Background: an optimization exercise with open tools, aiming at small area and a short achievable clock period. Do not read the settings as production practice. Function was not checked in any run shown here: the RTL went through the layout flow alone. Power is estimated from default activity; no workload was simulated.

===== flow/design.v =====
`timescale 1ns / 1ps
module c_xor2 (input a, input b, output y); assign y = a ^ b; endmodule
module c_nor3 (input a, input b, input c, output y); assign y = ~(a | b | c); endmodule
module c_nor4 (input a, input b, input c, input d, output y); assign y = ~(a | b | c | d); endmodule
module c_mux4 (input a0, input a1, input a2, input a3, input s0, input s1, output y);
    assign y = s1 ? (s0 ? a3 : a2) : (s0 ? a1 : a0);
endmodule
module c_ao4 (input a0, input a1, input a2, input a3,
              input s0, input s1, input s2, input s3, output y);
    assign y = (a0 & s0) | (a1 & s1) | (a2 & s2) | (a3 & s3);
endmodule
module c_ao3 (input a0, input a1, input a2, input s0, input s1, input s2, output y);
    assign y = (a0 & s0) | (a1 & s1) | (a2 & s2);
endmodule
module c_ao2 (input a0, input a1, input s0, input s1, output y);
    assign y = (a0 & s0) | (a1 & s1);
endmodule
module ALM10_SOA_lod4(input [3:0] b, output [1:0] p);
    assign p[1] = b[3] | b[2];
    assign p[0] = b[3] | (~b[2] & b[1]);
endmodule
module ALM10_SOA_grp(input z3, input z2, input z1,
                     output s3, output s2, output s1, output s0, output [1:0] g);
    assign s3 = ~z3;
    assign s2 = z3 & ~z2;
    assign s1 = z3 & z2 & ~z1;
    assign s0 = z3 & z2 & z1;
    assign g[1] = ~(z3 & z2);
    assign g[0] = ~z3 | (z2 & ~z1);
endmodule
module ALM10_SOA_lod(
    input  [15:0] x,
    output [3:0]  k,
    output [5:0]  f,
    output        xz
    );
    wire sg = x[15];
    wire [14:0] a;
    genvar i;
    generate for (i = 0; i < 15; i = i + 1) begin : abs
        c_xor2 u(.a(x[i]), .b(sg), .y(a[i]));
    end endgenerate
    wire z3, z2, z1, z0;
    c_nor3 uz3(.a(a[14]), .b(a[13]), .c(a[12]), .y(z3));
    c_nor4 uz2(.a(a[11]), .b(a[10]), .c(a[9]), .d(a[8]), .y(z2));
    c_nor4 uz1(.a(a[7]),  .b(a[6]),  .c(a[5]), .d(a[4]), .y(z1));
    c_nor4 uz0(.a(a[3]),  .b(a[2]),  .c(a[1]), .d(a[0]), .y(z0));
    wire s3, s2, s1, s0;
    ALM10_SOA_grp ug(.z3(z3), .z2(z2), .z1(z1), .s3(s3), .s2(s2), .s1(s1), .s0(s0), .g(k[3:2]));
    assign xz = ~sg & s0 & z0;
    wire [10:1] w;
    c_ao3 uw10(.a0(a[11]), .a1(a[7]), .a2(a[3]), .s0(s2), .s1(s1), .s2(s0), .y(w[10]));
    c_ao4 uw9 (.a0(a[14]), .a1(a[10]), .a2(a[6]), .a3(a[2]), .s0(s3), .s1(s2), .s2(s1), .s3(s0), .y(w[9]));
    c_ao4 uw8 (.a0(a[13]), .a1(a[9]),  .a2(a[5]), .a3(a[1]), .s0(s3), .s1(s2), .s2(s1), .s3(s0), .y(w[8]));
    c_ao4 uw7 (.a0(a[12]), .a1(a[8]),  .a2(a[4]), .a3(a[0]), .s0(s3), .s1(s2), .s2(s1), .s3(s0), .y(w[7]));
    c_ao3 uw6 (.a0(a[11]), .a1(a[7]), .a2(a[3]), .s0(s3), .s1(s2), .s2(s1), .y(w[6]));
    c_ao3 uw5 (.a0(a[10]), .a1(a[6]), .a2(a[2]), .s0(s3), .s1(s2), .s2(s1), .y(w[5]));
    c_ao3 uw4 (.a0(a[9]),  .a1(a[5]), .a2(a[1]), .s0(s3), .s1(s2), .s2(s1), .y(w[4]));
    c_ao3 uw3 (.a0(a[8]),  .a1(a[4]), .a2(a[0]), .s0(s3), .s1(s2), .s2(s1), .y(w[3]));
    c_ao2 uw2 (.a0(a[7]), .a1(a[3]), .s0(s3), .s1(s2), .y(w[2]));
    c_ao2 uw1 (.a0(a[6]), .a1(a[2]), .s0(s3), .s1(s2), .y(w[1]));
    wire [1:0] p3, p2, p1, p0;
    ALM10_SOA_lod4 ul3(.b({1'b0, a[14:12]}), .p(p3));
    ALM10_SOA_lod4 ul2(.b(a[11:8]), .p(p2));
    ALM10_SOA_lod4 ul1(.b(a[7:4]),  .p(p1));
    ALM10_SOA_lod4 ul0(.b(a[3:0]),  .p(p0));
    c_ao4 up1(.a0(p3[1]), .a1(p2[1]), .a2(p1[1]), .a3(p0[1]), .s0(s3), .s1(s2), .s2(s1), .s3(s0), .y(k[1]));
    c_ao4 up0(.a0(p3[0]), .a1(p2[0]), .a2(p1[0]), .a3(p0[0]), .s0(s3), .s1(s2), .s2(s1), .s3(s0), .y(k[0]));
    generate for (i = 0; i < 6; i = i + 1) begin : fr
        c_mux4 u(.a0(w[1+i]), .a1(w[2+i]), .a2(w[3+i]), .a3(w[4+i]), .s0(k[0]), .s1(k[1]), .y(f[i]));
    end endgenerate
endmodule
module ALM10_SOA_log(
    input  [15:0] x,
    input  [15:0] y,
    output [8:0]  lx,
    output [8:0]  ly,
    output        c,
    output        sgn,
    output        nz
    );
    wire [3:0] kx, ky;
    wire [5:0] fx, fy;
    wire xz, yz;
    ALM10_SOA_lod lodx(.x(x), .k(kx), .f(fx), .xz(xz));
    ALM10_SOA_lod lody(.x(y), .k(ky), .f(fy), .xz(yz));
    assign lx  = {kx, fx[5:1]};
    assign ly  = {ky, fy[5:1]};
    assign c   = fx[0] & fy[0];
    assign sgn = x[15] ^ y[15];
    assign nz  = ~(xz | yz);
endmodule
module ALM10_SOA_add(
    input  [8:0] lx,
    input  [8:0] ly,
    input        c,
    output [9:0] s
    );
    assign s = lx + ly + c;
endmodule
module ALM10_SOA_dec8(input [2:0] a, input en, output [7:0] h);
    assign h = en ? (8'b1 << a) : 8'b0;
endmodule
module ALM10_SOA_fine(
    input [1:0] b,
    input [4:0] t,
    output g00, g10, g20, g30,
    output g01, g11, g21, g31,
    output g32, g14, g24, g34
    );
    assign g00 = b == 2'd0 ? 1'b1 : b == 2'd1 ? t[4] : b == 2'd2 ? t[3] : t[2];
    assign g10 = b == 2'd0 ? 1'b0 : b == 2'd1 ? 1'b1 : b == 2'd2 ? t[4] : t[3];
    assign g20 = b == 2'd3 ? t[4] : (b == 2'd2);
    assign g30 = b == 2'd3;
    assign g01 = b == 2'd0 ? t[1] : b == 2'd1 ? t[0] : 1'b1;
    assign g11 = b == 2'd0 ? t[2] : b == 2'd1 ? t[1] : b == 2'd2 ? t[0] : 1'b1;
    assign g21 = b == 2'd0 ? t[3] : b == 2'd1 ? t[2] : b == 2'd2 ? t[1] : t[0];
    assign g31 = b == 2'd0 ? t[4] : b == 2'd1 ? t[3] : b == 2'd2 ? t[2] : t[1];
    assign g32 = b == 2'd0 ? t[0] : 1'b1;
    assign g14 = b == 2'd0;
    assign g24 = ~b[1];
    assign g34 = ~(b[1] & b[0]);
endmodule
module ALM10_SOA_antilog(
    input  [9:0]  s,
    input         sgn,
    input         nz,
    output [31:0] p
    );
    wire [11:0] h;                        
    ALM10_SOA_dec8 ud(.a(s[9:7]), .en(nz), .h(h[7:0]));
    assign h[11:8] = 4'b0;
    wire g00, g10, g20, g30, g01, g11, g21, g31, g32, g14, g24, g34;
    ALM10_SOA_fine uf(.b(s[6:5]), .t(s[4:0]),
        .g00(g00), .g10(g10), .g20(g20), .g30(g30),
        .g01(g01), .g11(g11), .g21(g21), .g31(g31),
        .g32(g32), .g14(g14), .g24(g24), .g34(g34));
    wire sn = sgn & nz;
    genvar q;
    generate for (q = 0; q < 8; q = q + 1) begin : ob
        assign p[4*q]   = ((h[q] & g00) | (h[q+1] & g01) | h[q+2] | h[q+3]) ^ sn;
        assign p[4*q+1] = ((h[q] & g10) | (h[q+1] & g11) | h[q+2] | h[q+3] | (h[q+4] & g14)) ^ sn;
        assign p[4*q+2] = ((h[q] & g20) | (h[q+1] & g21) | h[q+2] | h[q+3] | (h[q+4] & g24)) ^ sn;
        assign p[4*q+3] = ((h[q] & g30) | (h[q+1] & g31) | (h[q+2] & g32) | h[q+3] | (h[q+4] & g34)) ^ sn;
    end endgenerate
endmodule
module ALM10_SOA(
    input [15:0] x,
    input [15:0] y,
    output [31:0] p
    );
    wire [8:0] lx, ly;
    wire [9:0] s;
    wire c, sgn, nz;
    ALM10_SOA_log     lg(.x(x), .y(y), .lx(lx), .ly(ly), .c(c), .sgn(sgn), .nz(nz));
    ALM10_SOA_add     ad(.lx(lx), .ly(ly), .c(c), .s(s));
    ALM10_SOA_antilog al(.s(s), .sgn(sgn), .nz(nz), .p(p));
endmodule
`timescale 1ns / 10ps
module mult_top(
    input clk,
    input  [15:0] x,
    input  [15:0] y,
    output [31:0] p_out
    );
    wire [8:0] lx, ly;
    wire [9:0] s;
    wire c, sgn, nz;
    reg  [8:0] lx1, ly1;
    reg  c1, sgn1, nz1, sgn2, nz2;
    reg  [9:0] s2;
    ALM10_SOA_log lg(.x(x), .y(y), .lx(lx), .ly(ly), .c(c), .sgn(sgn), .nz(nz));
    ALM10_SOA_add ad(.lx(lx1), .ly(ly1), .c(c1), .s(s));
    always @(posedge clk) begin
        lx1 <= lx;  ly1 <= ly;  c1 <= c;  sgn1 <= sgn;  nz1 <= nz;
        s2 <= s;    sgn2 <= sgn1;  nz2 <= nz1;
    end
    ALM10_SOA_antilog al(.s(s2), .sgn(sgn2), .nz(nz2), .p(p_out));
endmodule

===== flow/run.sh =====
#!/bin/bash
# synth_recipe.tcl (not shown) runs the flow's synth.tcl, then flattens the netlist and writes it again
# the make line also repeats each setting of config.mk as NAME=value (left out here)
make -C /OpenROAD-flow-scripts/flow DESIGN_CONFIG=/design/flow/config.mk WORK_HOME=/design/flow/orfs CLKGATE_MAP_FILE= SYNTH_SCRIPT=/design/flow/synth_recipe.tcl finish

===== flow/config.mk =====
export PLATFORM = sky130hd
export DESIGN_NAME = mult_top
export DESIGN_NICKNAME = mult_top
export VERILOG_FILES = /design/flow/design.v
export SDC_FILE = /design/flow/constraint.sdc
export NUM_CORES = 4
export LEC_CHECK = 0
export CAP_MARGIN = 20
export CORE_MARGIN = 2
export CORE_UTILIZATION = 40
export SETUP_SLACK_MARGIN = 3.0
export SLEW_MARGIN = 20
export SYNTH_HIERARCHICAL = 1

===== flow/constraint.sdc =====
create_clock -name core_clock -period 7.0 [get_ports {clk}]
set_input_delay 1.4000 -clock core_clock [delete_from_list [all_inputs] [get_ports {clk}]]
set_output_delay 1.4000 -clock core_clock [all_outputs]
set_load 0.01 [all_outputs]

==> results of run 1 <==
## metal layers
| layer | routed length (µm) | part of all wire, % |
|---|---|---|
| met5 | 0 | 0 |
| met4 | 99 | 1.3 |
| met3 | 504 | 6.6 |
| met1 | 3050 | 40 |
| met2 | 3930 | 52 |
## cell usage in the layout (no fill, tap or decap), types with 4 or more instances in the layout
master | Yosys | routed
a21o_1 | 9 | 9
nor2_2 | 0 | 4
clkdlybuf4s50_1 | 0 | 62
ha_1 | 8 | 8
xor2_1 | 48 | 48
nand2_1 | 43 | 41
nor4_2 | 6 | 6
xnor2_1 | 22 | 22
clkbuf_8 | 0 | 5
a21oi_1 | 14 | 12
nor2_1 | 13 | 9
a221oi_2 | 4 | 4
inv_1 | 33 | 32
conb_1 | 2 | 4
a222oi_1 | 13 | 13
dfxtp_1 | 33 | 31
nand3_1 | 14 | 14
mux4_2 | 12 | 12
or2_1 | 8 | 8
a22o_1 | 4 | 4
a22oi_1 | 33 | 33
mux2i_1 | 6 | 4
## through the flow
stage                     instance area, µm²  hold WS [ns]  total power [µW]
after floorplan                         3290         0.310              1020
final                                   4080         0.329              1550
after detailed placement                3970         0.313              1410
after global routing                    4080         0.341              1670
after CTS                               4070         0.330              1550
after global placement                  3970         0.313              1400
## final timing paths
path | to | slack, ns | cells past startpoint
worst min register to register | nz2 | 0.33 | 0
worst max register to register | s2[8] | 5.04 | 8
worst max-delay path | c1 | 3.09 | 9
worst min-delay path | nz2 | 0.33 | 0
## worst max-delay path, delay by kind of cell
family                 cells  cell delay [ns]
multiplexers               1             0.54
AND/OR/NAND/NOR            5             1.28
AO/OA/AOI/OAI              1             0.17
XOR/XNOR                   1             0.30
buffers and inverters      1             0.39
## state kept, by name (all words and copies together), names as in the netlist
signal  flops
nz2         1
lx1         9
sgn1        1
sgn2        1
ly1         9
nz1         1
s2         10
c1          1
## timing repair
item | 4_1_cts | 5_1_grt
buffers inserted | 0 | 0
endpoints found under the setup margin | 22 | 32
gates cloned | 0 | 0
hold buffers | 0 | 0
resized for setup | 12 | 10
endpoints found under the hold margin | 0 | 0
## logic make-up (layout without fill, tap and decap cells)
logic type	Yosys count	after routing
xor gates and xnor gates	70	70
adders and majority gates	10	10
muxes	18	18
and+or+nand+nor	107	107
AOI/OAI and AO/OA	87	87
buffers and inverters	50	106
DFF	33	33
other	2	4
## modules after synthesis (local to each module, per instance), excerpt
module,cell area [µm²],times used
ALM10_SOA_lod4,17.5,8
ALM10_SOA_fine,155,1
ALM10_SOA_log,18.8,1
ALM10_SOA_grp,31.3,2
c_mux4,22.5,12
c_nor4,12.5,6
ALM10_SOA_add,375,1
c_ao3,13.8,8
c_ao2,8.76,4
## final cells by class
cell class | count | share of cell area [%]
Clock buffer | 6 | 1.78
Clock inverter | 2 | 0.245
Inverter | 33 | 3.04
Multi-Input combinational cell | 296 | 59.7
Sequential cell | 33 | 16.3
Tap cell | 105 | 3.22
Timing Repair Buffer | 65 | 15.8
## power breakdown
part           internal [µW]  total [µW]  switching (µW)
Combinational            562        1120             561
Sequential               245         293            48.9
Clock                   68.8         135            66.4
Total                    876        1550             676
==> run summary, run 1 <==
status=finished clean; slowest CP cell=mux4_2; filler cell count in the final layout=793; final hold violation count=0; #FFs+latches synth=33; post-synthesis mux area share=10.1%; Critical Path AT=4.09 ns; Startpoint Class=input port; Final Cycle Share=55.9%; Synth Area in Compound Gates=21.0%; initial antenna violation count=0; DR DRC count=0; Crit Path Class=in2reg; root buf cell=clkbuf_8; Critical Path RT=7.18 ns; GR Overflow Total=0; TNS Setup=0 ns; max-cap violations=0; Die Height=94.6 µm; met1 Track Usage GR=20.6%; fraction of registers with async set/reset=0%; FF-to-FF Start=c1; Critical Path Start=x[15]; Max-slew headroom=55.7%; Layout area overhead=24.2%; clock buffer depth=2; via count=2963; post-synth top area cell=dfxtp_1; WL/cell=14.0 µm; CTS Buf Count=5; Post-synth top flop=dfxtp_1; unrepaired setup endpoints after global routing=true; Worst IR Drop VDD=0.163 mV; clock skew=0.00290 ns; Final setup violation count=0; Global Route met2 Usage=31.8%; Worst-Margin Slew=0.647 ns; met3 Usage GRT=2.08%; share of layout cells above drive strength 1=13.3%; Max Clock Freq=0.256 GHz; Post-Synth Simple-Gate Area=18.8%; pins over their slew limit=0; sequential share of the synthesized area=20.1%; # IOs=65; Initial DRC Count=237; fin nets=477; CTS clock-pin slew for the worst setup and hold paths=0.07 ns; Reg area=663 µm²; H-tree depth=2; Cells after Synth=377; port bufs=64; min setup slack post-route=3.09 ns; first-pass GRT wire length=12.4 mm; pre-CTS WS=1.93 ns; DRT Pass-1 Iters=8; worst skew pair latency=0.28 ns; CTS sink count=33; diode count=0; largest net degree at the start of global routing=33; largest family of logic cells by synthesized area=compound AO/OA/AOI/OAI gates; Avg Cell Area, Syn=8.72 µm²; Post-DP HPWL=6.04 mm; Tmin final=3.91 ns; worst path cell trace=clkdlybuf4s18_2 > xor2_1 > nor4_2 > nand2_1 > nor2_2 > a22oi_1 > nand2_2 > mux4_2 > and2_1; FP Rows=33; floorplan die width=94.6 µm; most frequent cell after synthesis=xor2_1; Most Crowded Layer GR=met2; top-area cell type share of the netlist area=20.1%; max incr delay on CP=0.54 ns; DR vias/cell=5.49; CTS tree=done; Total GRT Usage=17.0%; final core occ=50.4%; Multi-input gate area=2440 µm²; leakage=0.00167 µW; dpl cells=532; Antenna Nets Post-Route=0; pwr/cell area=380 nW/µm²; Initial Utilization=40.6%; XOR/XNOR Fraction of Synth Area=18.7%; core footprint=8090 µm²; Layout Cells excl Fill=540; Syn Std Cell Area=3290 µm²; GP Congestion=0.930; Setup crit end kind=register; Hold Path Class=reg2reg; critical path peak fanout=17; hold_sp=nz1; list of most frequent post-synthesis cells=xor2_1 (48), nand2_1 (43), a22oi_1 (33), dfxtp_1 (33), inv_1 (33); Die ar.=8950 µm²; Detailed Route WL=7.58 mm; most area-consuming cells after synthesis=dfxtp_1 (20%), xor2_1 (13%), mux4_2 (8.2%); vias in the first global route=2598; post-synthesis cell type count=47; Post-synth EDFFs=0; synth warn=7; Adder-Cell Fraction of Synth Area=4.27%
==> inputs of run 2 (changes only) <==
--- a/flow/design.v
+++ b/flow/design.v
@@ -18,6 +18,10 @@
 module ALM10_SOA_lod4(input [3:0] b, output [1:0] p);
     assign p[1] = b[3] | b[2];
     assign p[0] = b[3] | (~b[2] & b[1]);
+endmodule
+module ALM10_SOA_lod3(input [2:0] b, output [1:0] p);
+    assign p[1] = b[2];
+    assign p[0] = ~b[2] & b[1];
 endmodule
 module ALM10_SOA_grp(input z3, input z2, input z1,
                      output s3, output s2, output s1, output s0, output [1:0] g);
@@ -60,7 +64,7 @@
     c_ao2 uw2 (.a0(a[7]), .a1(a[3]), .s0(s3), .s1(s2), .y(w[2]));
     c_ao2 uw1 (.a0(a[6]), .a1(a[2]), .s0(s3), .s1(s2), .y(w[1]));
     wire [1:0] p3, p2, p1, p0;
-    ALM10_SOA_lod4 ul3(.b({1'b0, a[14:12]}), .p(p3));
+    ALM10_SOA_lod3 ul3(.b(a[14:12]), .p(p3));
     ALM10_SOA_lod4 ul2(.b(a[11:8]), .p(p2));
     ALM10_SOA_lod4 ul1(.b(a[7:4]),  .p(p1));
     ALM10_SOA_lod4 ul0(.b(a[3:0]),  .p(p0));
@@ -121,27 +125,37 @@
     assign g24 = ~b[1];
     assign g34 = ~(b[1] & b[0]);
 endmodule
-module ALM10_SOA_antilog(
+module ALM10_SOA_expand(
     input  [9:0]  s,
     input         sgn,
     input         nz,
+    output [7:0]  h,
+    output [11:0] g,
+    output        sn
+    );
+    ALM10_SOA_dec8 ud(.a(s[9:7]), .en(nz), .h(h));
+    ALM10_SOA_fine uf(.b(s[6:5]), .t(s[4:0]),
+        .g00(g[0]), .g10(g[1]), .g20(g[2]), .g30(g[3]),
+        .g01(g[4]), .g11(g[5]), .g21(g[6]), .g31(g[7]),
+        .g32(g[8]), .g14(g[9]), .g24(g[10]), .g34(g[11]));
+    assign sn = sgn & nz;
+endmodule
+module ALM10_SOA_out(
+    input  [7:0]  h,
+    input  [11:0] g,
+    input         sn,
     output [31:0] p
     );
-    wire [11:0] h;                        
-    ALM10_SOA_dec8 ud(.a(s[9:7]), .en(nz), .h(h[7:0]));
-    assign h[11:8] = 4'b0;
-    wire g00, g10, g20, g30, g01, g11, g21, g31, g32, g14, g24, g34;
-    ALM10_SOA_fine uf(.b(s[6:5]), .t(s[4:0]),
-        .g00(g00), .g10(g10), .g20(g20), .g30(g30),
-        .g01(g01), .g11(g11), .g21(g21), .g31(g31),
-        .g32(g32), .g14(g14), .g24(g24), .g34(g34));
-    wire sn = sgn & nz;
+    wire [11:0] hh = {4'b0, h};
+    wire g00 = g[0], g10 = g[1], g20 = g[2], g30 = g[3];
+    wire g01 = g[4], g11 = g[5], g21 = g[6], g31 = g[7];
+    wire g32 = g[8], g14 = g[9], g24 = g[10], g34 = g[11];
     genvar q;
     generate for (q = 0; q < 8; q = q + 1) begin : ob
-        assign p[4*q]   = ((h[q] & g00) | (h[q+1] & g01) | h[q+2] | h[q+3]) ^ sn;
-        assign p[4*q+1] = ((h[q] & g10) | (h[q+1] & g11) | h[q+2] | h[q+3] | (h[q+4] & g14)) ^ sn;
-        assign p[4*q+2] = ((h[q] & g20) | (h[q+1] & g21) | h[q+2] | h[q+3] | (h[q+4] & g24)) ^ sn;
-        assign p[4*q+3] = ((h[q] & g30) | (h[q+1] & g31) | (h[q+2] & g32) | h[q+3] | (h[q+4] & g34)) ^ sn;
+        assign p[4*q]   = ((hh[q] & g00) | (hh[q+1] & g01) | hh[q+2] | hh[q+3]) ^ sn;
+        assign p[4*q+1] = ((hh[q] & g10) | (hh[q+1] & g11) | hh[q+2] | hh[q+3] | (hh[q+4] & g14)) ^ sn;
+        assign p[4*q+2] = ((hh[q] & g20) | (hh[q+1] & g21) | hh[q+2] | hh[q+3] | (hh[q+4] & g24)) ^ sn;
+        assign p[4*q+3] = ((hh[q] & g30) | (hh[q+1] & g31) | (hh[q+2] & g32) | hh[q+3] | (hh[q+4] & g34)) ^ sn;
     end endgenerate
 endmodule
 module ALM10_SOA(
@@ -154,7 +168,11 @@
     wire c, sgn, nz;
     ALM10_SOA_log     lg(.x(x), .y(y), .lx(lx), .ly(ly), .c(c), .sgn(sgn), .nz(nz));
     ALM10_SOA_add     ad(.lx(lx), .ly(ly), .c(c), .s(s));
-    ALM10_SOA_antilog al(.s(s), .sgn(sgn), .nz(nz), .p(p));
+    wire [7:0] h;
+    wire [11:0] g;
+    wire sn;
+    ALM10_SOA_expand  ex(.s(s), .sgn(sgn), .nz(nz), .h(h), .g(g), .sn(sn));
+    ALM10_SOA_out     ou(.h(h), .g(g), .sn(sn), .p(p));
 endmodule
 `timescale 1ns / 10ps
 module mult_top(
@@ -164,16 +182,22 @@
     output [31:0] p_out
     );
     wire [8:0] lx, ly;
-    wire [9:0] s;
     wire c, sgn, nz;
     reg  [8:0] lx1, ly1;
-    reg  c1, sgn1, nz1, sgn2, nz2;
-    reg  [9:0] s2;
+    reg  c1, sgn1, nz1;
     ALM10_SOA_log lg(.x(x), .y(y), .lx(lx), .ly(ly), .c(c), .sgn(sgn), .nz(nz));
-    ALM10_SOA_add ad(.lx(lx1), .ly(ly1), .c(c1), .s(s));
+    wire [9:0] s;
+    wire [7:0] h;
+    wire [11:0] g;
+    wire sn;
+    reg  [7:0] h2;
+    reg  [11:0] g2;
+    reg  sn2;
+    ALM10_SOA_add    ad(.lx(lx1), .ly(ly1), .c(c1), .s(s));
+    ALM10_SOA_expand ex(.s(s), .sgn(sgn1), .nz(nz1), .h(h), .g(g), .sn(sn));
     always @(posedge clk) begin
         lx1 <= lx;  ly1 <= ly;  c1 <= c;  sgn1 <= sgn;  nz1 <= nz;
-        s2 <= s;    sgn2 <= sgn1;  nz2 <= nz1;
+        h2 <= h;    g2 <= g;    sn2 <= sn;
     end
-    ALM10_SOA_antilog al(.s(s2), .sgn(sgn2), .nz(nz2), .p(p_out));
-endmodule
+    ALM10_SOA_out ou(.h(h2), .g(g2), .sn(sn2), .p(p_out));
+endmodule
==> run 2 against run 1 <==
Critical path depth stayed put. Design area is 4.4% higher. Routed wire length is 3.0% higher.
==> run summary, run 2 <==
pwr/cell area=390 nW/µm² (was 380 nW/µm²); most frequent cell after synthesis=xor2_1 (unchanged); Syn Std Cell Area=3490 µm² (was 3290 µm²); CTS tree=done (unchanged); Critical Path AT=4.00 ns (was 4.09 ns); DR DRC count=0 (unchanged); Total GRT Usage=16.2% (was 17.0%); Flop pwr share=27.0% (was 18.9%); Die Height=97.4 µm (was 94.6 µm); # IOs=65 (unchanged); Tmin final=3.81 ns (was 3.91 ns); core footprint=8590 µm² (was 8090 µm²); Layout Cells excl Fill=543 (was 540); diode count=0 (unchanged); Final setup violation count=0 (unchanged); max-cap violations=0 (unchanged); Avg Cell Area, Syn=9.11 µm² (was 8.72 µm²); via count=3001 (was 2963); H-tree depth=2 (unchanged); Detailed Route WL=7.81 mm (was 7.58 mm); #FFs+latches synth=42 (was 33); worst reg-to-reg setup slack=4.25 ns (was 5.04 ns); worst r2r path cells=10 (was 8); clock skew=0.00440 ns (was 0.00290 ns); Clk network pwr share=8.6% (was 8.7%); fin nets=478 (was 477); Max-slew headroom=35.4% (was 55.7%); Worst IR Drop VDD=0.157 mV (was 0.163 mV); post-synthesis cell type count=46 (was 47); total power=1660 µW (was 1550 µW); DR vias/cell=5.53 (was 5.49); filler cell count in the final layout=847 (was 793); leakage=0.00174 µW (was 0.00167 µW); Initial DRC Count=183 (was 237); FF-to-FF Start=c1 (unchanged); FP Rows=34 (was 33); clock buffer depth=2 (unchanged); top-area cell type share of the netlist area=24.1% (was 20.1%); CTS Buf Count=5 (unchanged); list of most frequent post-synthesis cells=xor2_1 (50), dfxtp_1 (42), nand2_1 (42) (was xor2_1 (48), nand2_1 (43), a22oi_1 (33), dfxtp_1 (33), inv_1 (33)); CTS sink count=42 (was 33); Crit Path Class=in2reg (unchanged); Post-DP HPWL=6.12 mm (was 6.04 mm); dpl cells=536 (was 532); unrepaired setup endpoints after global routing=false (was true); cts hold-fix bufs=0 (unchanged); Final Cycle Share=54.5% (was 55.9%); most area-consuming cells after synthesis=dfxtp_1 (24%), xor2_1 (13%), mux4_2 (7.7%) (was dfxtp_1 (20%), xor2_1 (13%), mux4_2 (8.2%)); Setup crit end=c1 (unchanged); Sw Share=42.4% (was 43.6%); pre-CTS WS=1.92 ns (was 1.93 ns); pins over their slew limit=0 (unchanged); Critical Path Start=x[10] (was x[15]); sequential share of the synthesized area=24.1% (was 20.1%); most frequent cells in the layout=clkdlybuf4s50_1 (62), xor2_1 (50), dfxtp_1 (42) (was clkdlybuf4s50_1 (62), xor2_1 (48), nand2_1 (41)); reg2reg end=g2[7] (was s2[8]); first-pass GRT wire length=12.8 mm (was 12.4 mm); Internal Power=957 µW (was 876 µW); Post-synth EDFFs=0 (unchanged); worst skew pair latency=0.29 ns (was 0.28 ns); critical path peak fanout=9 (was 17); floorplan die width=97.4 µm (was 94.6 µm); hold_sp=sgn1 (was nz1); Die ar.=9490 µm² (was 8950 µm²); root buf cell=clkbuf_8 (unchanged); post-synth top area cell=dfxtp_1 (unchanged); Biggest register=g2 (was s2); GP Congestion=0.835 (was 0.930); Hold Path Class=reg2reg (unchanged); largest net degree at the start of global routing=33 (unchanged); CTS clock-pin slew for the worst setup and hold paths=0.07 ns (about the same); Layout area overhead=22.1% (was 24.2%); WL/cell=14.4 µm (was 14.0 µm); min setup slack post-route=3.19 ns (was 3.09 ns); Setup crit end kind=register (unchanged); synth warn=7 (unchanged); Worst-Margin Slew=0.962 ns (was 0.647 ns); Antenna Nets Post-Route=0 (unchanged); GR Overflow Total=0 (unchanged); Startpoint Class=input port (unchanged); TNS Setup=0 ns (unchanged); initial antenna violation count=0 (unchanged); Cells after Synth=383 (was 377); NetSw=705 µW (was 676 µW); final hold violation count=0 (unchanged); share of layout cells above drive strength 1=12.6% (was 13.3%); status=finished clean (unchanged); Post-synth top flop=dfxtp_1 (unchanged); port bufs=64 (unchanged); DRT Pass-1 Iters=6 (was 8); Max Clock Freq=0.262 GHz (was 0.256 GHz); biggest regs=g2 (12), lx1 (9), ly1 (9) (was s2 (10), lx1 (9), ly1 (9)); fraction of registers with async set/reset=0% (unchanged); max reg flops=12 (was 10); commonest non-fill, non-tap cell in the layout=clkdlybuf4s50_1 (unchanged); Critical Path RT=7.19 ns (was 7.18 ns); Initial Utilization=40.6% (about the same); vias in the first global route=2716 (was 2598); Logic pwr share=64.4% (was 72.4%)
run 2: logic make-up (layout without fill, tap and decap cells):
group | after synthesis | count (layout) | share of synthesized area (%)
muxes | 18 | 18 | 9.47
AOI/OAI and AO/OA | 85 | 85 | 19.7
xor gates and xnor gates | 70 | 70 | 17.6
DFF | 42 | 42 | 24.1
adders and majority gates | 10 | 10 | 4.02
and+or+nand+nor | 107 | 107 | 18.2
buffers and inverters | 51 | 103 | 6.96
run 2: critical path, cell delays in order:
cell	delay [ns]
clkdlybuf4s50_1	0.41
xor2_1	0.21
nor4_4	0.43
nand2_1	0.15
nor2_2	0.31
a22oi_1	0.18
nand2_2	0.23
mux4_2	0.52
and2_1	0.16
run 2: stage by stage:
step | cell area, µm² | hold WS [ns] | util, %
global placement | 4150 | 0.418 | 48.3
CTS | 4240 | 0.436 | 49.3
global route | 4260 | 0.456 | 49.6
detailed placement | 4150 | 0.420 | 48.3
finish | 4260 | 0.434 | 49.6
floorplan | 3490 | 0.412 | -
run 2: power groups by stage:
stage          clock network (µW)  logic [µW]  registers, µW
4_1_cts                       149        1080            448
6_report                      143        1070            449
3_3_place_gp                    0        1060            452
2_1_floorplan                   0         786            363
5_1_grt                       162        1170            462
3_5_place_dp                    0        1070            454
run 2: how the worst min path moves through the flow:
stage,end,slack (ns),cells after the start
2_1_floorplan,sn2,0.41,1
3_3_place_gp,sn2,0.42,1
3_5_place_dp,sn2,0.42,1
4_1_cts,sn2,0.44,1
5_1_grt,sn2,0.46,1
6_report,sn2,0.43,1
run 2: final cells by class:
type	instances	area [µm²]	area share, %
clock buffer	5	68.8	1.62
clock inverter	2	10.0	0.235
inverter	31	116	2.73
multi-input combinational	290	2450	57.5
sequential	42	841	19.7
tap	108	135	3.17
timing repair buffer	65	641	15.0
run 2: per-layer routing:
layer / global-route usage (%) / vias to the layer above / part of all wire, %
met5: 0 / - / 0
met1: 18.7 / 1363 / 40
met3: 2.45 / 17 / 5.8
met2: 29.4 / 133 / 52
li1: - / 1488 / -
met4: 7.05 / 0 / 2.7
run 2: repair_timing:
action,CTS,global route
endpoints found under the setup margin,15,7
setup buffers,0,0
cloned,0,0
resized for setup,13,8
run 2: modules after synthesis (local to each module, per instance), excerpt:
module            times used  flip-flops and latches  cells inside  area [µm²]
ALM10_SOA_add              1                       0            49         375
ALM10_SOA_dec8             1                       0             8        95.1
ALM10_SOA_expand           1                       0             1        6.26
ALM10_SOA_fine             1                       0            23         155
ALM10_SOA_lod4             6                       0             3        17.5
ALM10_SOA_log              1                       0             3        18.8
ALM10_SOA_out              1                       0           119         810
c_ao2                      4                       0             1        8.76
c_ao3                      8                       0             2        13.8
c_mux4                    12                       0             1        22.5
c_nor3                     2                       0             1        10.0
c_nor4                     6                       0             1        12.5
c_xor2                    30                       0             1        8.76
mult_top                   1                      42            42         841
==> inputs of run 3 (changes only) <==
==> flow/flow/run.sh (new file) <==
#!/bin/bash
# The standard layout, with plain buffers (not delay cells) on the ports.
set -euo pipefail
bash standard.sh BUFFER_PORTS_ARGS="-buffer_cell sky130_fd_sc_hd__buf_2" finish > flow_make.log 2>&1
==> flow/standard.sh (new file) <==
#!/bin/bash
# synth_recipe.tcl (not shown) runs the flow's synth.tcl, then flattens the netlist and writes it again
# the make line also repeats each setting of config.mk as NAME=value (left out here)
make -C /OpenROAD-flow-scripts/flow DESIGN_CONFIG=/design/flow/config.mk WORK_HOME=/design/flow/orfs CLKGATE_MAP_FILE= SYNTH_SCRIPT=/design/flow/synth_recipe.tcl "${@:-finish}"
removed: flow/run.sh
==> run 3 against run 2 <==
Total power shrank 4.2%. First-iteration DRC count fell by 18%. Fmax increased by 0.63%. Register-to-register slack barely moved. Still clean. Synthesized cell count stayed put. Non-clock buffer count unchanged. Routed wire length is 4.0% lower. Sequential power is 1% lower.
==> run summary, run 3 <==
status=finished clean (unchanged); post-CTS sizing=3 (was 13); Initial Utilization=40.6% (unchanged); initial antenna violation count=0 (unchanged); worst-case hold path end point=sn2 (unchanged); most area-consuming cells after synthesis=dfxtp_1 (24%), xor2_1 (13%), mux4_2 (7.7%) (unchanged); Cells after Synth=383 (unchanged); worst skew pair latency=0.28 ns (was 0.29 ns); final core occ=46.5% (was 49.6%); most frequent cells in the layout=buf_2 (63), xor2_1 (50), dfxtp_1 (42) (was clkdlybuf4s50_1 (62), xor2_1 (50), dfxtp_1 (42)); Setup crit end kind=register (unchanged); share of layout cells above drive strength 1=27.1% (was 12.6%); port bufs=64 (unchanged); # IOs=65 (unchanged); list of most frequent post-synthesis cells=xor2_1 (50), dfxtp_1 (42), nand2_1 (42) (unchanged); Layout Cells excl Fill=544 (was 543); reg2reg end=g2[7] (unchanged); sequential share of the synthesized area=24.1% (unchanged); floorplan die width=97.4 µm (unchanged); pins over their slew limit=0 (unchanged); Worst-Margin Slew=1.01 ns (was 0.962 ns); FF-to-FF Start=c1 (unchanged); post-synthesis cell type count=46 (unchanged); cts hold-fix bufs=0 (unchanged); pwr/cell area=398 nW/µm² (was 390 nW/µm²); CTS clock-pin slew for the worst setup and hold paths=0.08 ns (was 0.07 ns); vias in the first global route=2754 (was 2716); Hold Path Class=reg2reg (unchanged); first-pass GRT wire length=12.8 mm (about the same); diode count=0 (unchanged); Crit Path Class=in2reg (unchanged); Antenna Nets Post-Route=0 (unchanged); worst r2r path cells=10 (unchanged); clock skew=0.00484 ns (was 0.00440 ns); max incr delay on CP=0.52 ns (about the same); DRT Pass-1 Iters=6 (unchanged); unrepaired setup endpoints after global routing=false (unchanged); Final Cycle Share=54.1% (was 54.5%); min setup slack post-route=3.21 ns (was 3.19 ns); hold slack=0.438 ns (was 0.434 ns); DR DRC count=0 (unchanged); top-area cell type share of the netlist area=24.1% (unchanged); root buf cell=clkbuf_8 (unchanged); uppermost layer routed=met4 (unchanged); Avg Cell Area, Syn=9.11 µm² (unchanged); dpl cells=536 (unchanged); core footprint=8590 µm² (unchanged); Startpoint Class=input port (unchanged); worst hold path depth=1 (unchanged); final hold violation count=0 (unchanged); wire length on met2=3.85 mm (was 4.05 mm); Die Height=97.4 µm (unchanged); Post-DP HPWL=5.92 mm (was 6.12 mm); fraction of registers with async set/reset=0% (unchanged); #FFs+latches synth=42 (unchanged); Layout area overhead=14.6% (was 22.1%); Max Clock Freq=0.264 GHz (was 0.262 GHz); Flop pwr share=27.8% (was 27.0%); Final setup violation count=0 (unchanged); post-synth top area cell=dfxtp_1 (unchanged); worst reg-to-reg setup slack=4.24 ns (was 4.25 ns); pre-CTS WS=2.64 ns (was 1.92 ns); Worst IR Drop VDD=0.127 mV (was 0.157 mV); max reg flops=12 (unchanged); FP Rows=34 (unchanged); Critical Path AT=3.97 ns (was 4.00 ns); filler cell count in the final layout=873 (was 847); most frequent cell after synthesis=xor2_1 (unchanged); commonest non-fill, non-tap cell in the layout=buf_2 (was clkdlybuf4s50_1); Syn Std Cell Area=3490 µm² (unchanged); TNS Setup=0 ns (unchanged); CTS tree=done (unchanged); metal3 WL=365 µm (was 456 µm); Max-slew headroom=32.4% (was 35.4%); WL/cell=13.8 µm (was 14.4 µm); Die ar.=9490 µm² (unchanged); DR vias/cell=5.49 (was 5.53); H-tree depth=2 (unchanged); hold_sp=sgn1 (unchanged); Initial DRC Count=150 (was 183); via count=2987 (was 3001); worst path cell trace=buf_2 > xor2_1 > nor4_4 > nand2_1 > nor2_2 > a22oi_1 > nand2_2 > mux4_2 > and2_1 (was clkdlybuf4s50_1 > xor2_1 > nor4_4 > nand2_1 > nor2_2 > a22oi_1 > nand2_2 > mux4_2 > and2_1); max-cap violations=0 (unchanged); Total GRT Usage=15.8% (was 16.2%); leakage=0.00177 µW (was 0.00174 µW); Clk network pwr share=14.4% (was 8.6%); Logic pwr share=57.8% (was 64.4%); post-CTS setup buffer count=0 (unchanged); Sw Share=43.4% (was 42.4%); slowest CP cell=mux4_2 (unchanged); NetSw=691 µW (was 705 µW); CTS Buf Count=5 (unchanged); Critical Path RT=7.18 ns (was 7.19 ns); clock buffer depth=2 (unchanged); Post-synth top flop=dfxtp_1 (unchanged); GR Overflow Total=0 (unchanged); Internal Power=901 µW (was 957 µW); synth warn=7 (unchanged); CTS sink count=42 (unchanged); Tmin final=3.79 ns (was 3.81 ns); M1 wire length=3.17 mm (was 3.09 mm); largest net degree at the start of global routing=33 (unchanged); Biggest register=g2 (unchanged); critical path peak fanout=17 (was 9); GP Congestion=0.937 (was 0.835); Post-synth EDFFs=0 (unchanged); fin nets=478 (unchanged); Detailed Route WL=7.50 mm (was 7.81 mm); biggest regs=g2 (12), lx1 (9), ly1 (9) (unchanged)
## run 3: power groups by stage
stage               Combinational [µW]  Sequential, µW  Clock [µW]
global placement                   911             448           0
CTS                                930             443         234
finish                             921             443         229
global route                      1020             456         245
detailed placement                 926             448           0
floorplan                          786             363           0
## run 3: critical path: cells and delay by family
kind / cells / cell delay, ns
and+or+nand+nor: 5 / 1.27
muxes: 1 / 0.52
AOI/OAI and AO/OA: 1 / 0.17
xor gates and xnor gates: 1 / 0.25
buffers and inverters: 1 / 0.35
## run 3: cell families after synthesis
logic type,count (synthesis),share of synthesized area [%]
simple gates,107,18.2
xor+xnor,70,17.6
buf+inv,51,6.96
compound gates,85,19.7
mux,18,9.47
fa+ha+maj,10,4.02
flops,42,24.1
## run 3: metal layers
| metal | vias to the layer above | track usage [%] |
|---|---|---|
| li1 | 1492 | - |
| met5 | - | 0 |
| met4 | 0 | 4.38 |
| met1 | 1386 | 19.7 |
| met3 | 10 | 2.52 |
| met2 | 99 | 28.2 |
## run 3: worst max-delay path by stage
stage | startpoint | end | slack, ns | cells after the start
6_report | x[15] | c1 | 3.21 | 9
5_1_grt | x[15] | c1 | 3.00 | 9
4_1_cts | y[15] | c1 | 3.01 | 9
3_5_place_dp | x[15] | c1 | 2.64 | 9
3_3_place_gp | y[15] | c1 | 2.77 | 9
2_1_floorplan | x[15] | c1 | 3.36 | 8
## run 3: modules after synthesis (local to each module, per instance), a selection
module	cell area (µm²)	flops+latches	cells inside	times used
ALM10_SOA_out	810	0	119	1
ALM10_SOA_lod	8.76	0	1	2
ALM10_SOA_lod4	17.5	0	3	6
ALM10_SOA_log	18.8	0	3	1
ALM10_SOA_fine	155	0	23	1
mult_top	841	42	42	1
c_xor2	8.76	0	1	30
c_ao4	18.8	0	3	10
## run 3: area by class of cell
cell class | count | area, µm² | area share, %
Clock buffer | 6 | 82.6 | 2.06
Timing Repair Buffer | 65 | 330 | 8.26
Tap cell | 108 | 135 | 3.38
Multi-Input combinational cell | 290 | 2430 | 60.9
Clock inverter | 2 | 60.1 | 1.50
Sequential cell | 42 | 841 | 21.0
Inverter | 31 | 116 | 2.91
## run 3: metrics by stage
step                      instance area (µm²)  power, µW
after detailed placement                 3830       1370
after global placement                   3830       1360
after global routing                     4000       1730
after floorplan                          3490       1150
final                                    4000       1590
after CTS                                3980       1610

==> afterwards: timing with drivers on the ports <==
No port has a modelled driver above. Below, the same layouts with a new extraction and two added sets of constraints.
Step 1 assumes that a clkbuf_16 drives the clock port and a buf_2 every other input.
Step 2 also shifts input and output timing later by t, the mid clock arrival at the registers, as if the neighbouring blocks saw the same clock.
a / b / c = ideal / step 1 / step 2; a / b = the first two.
| run | t (ns) | setup WS [ns] | worst setup path at the end | latest minus earliest clock arrival (ns) | worst data-port slew with drivers (ns) |
|---|---|---|---|---|---|
| run 1 | 0.307 | 3.087 / 3.093 / 2.786 | input to register | 0.003 / 0.003 | 0.03 |
| run 2 | 0.317 | 3.187 / 3.191 / 2.874 | input to register | 0.004 / 0.005 | 0.03 |
| run 3 | 0.309 | 3.211 / 3.219 / 2.909 | input to register | 0.005 / 0.005 | 0.03 |
After both steps every run listed still meets setup and hold. For run 2, which loses most, drivers alone change the setup slack by +0.004 ns; drivers and shift together by -0.313 ns.
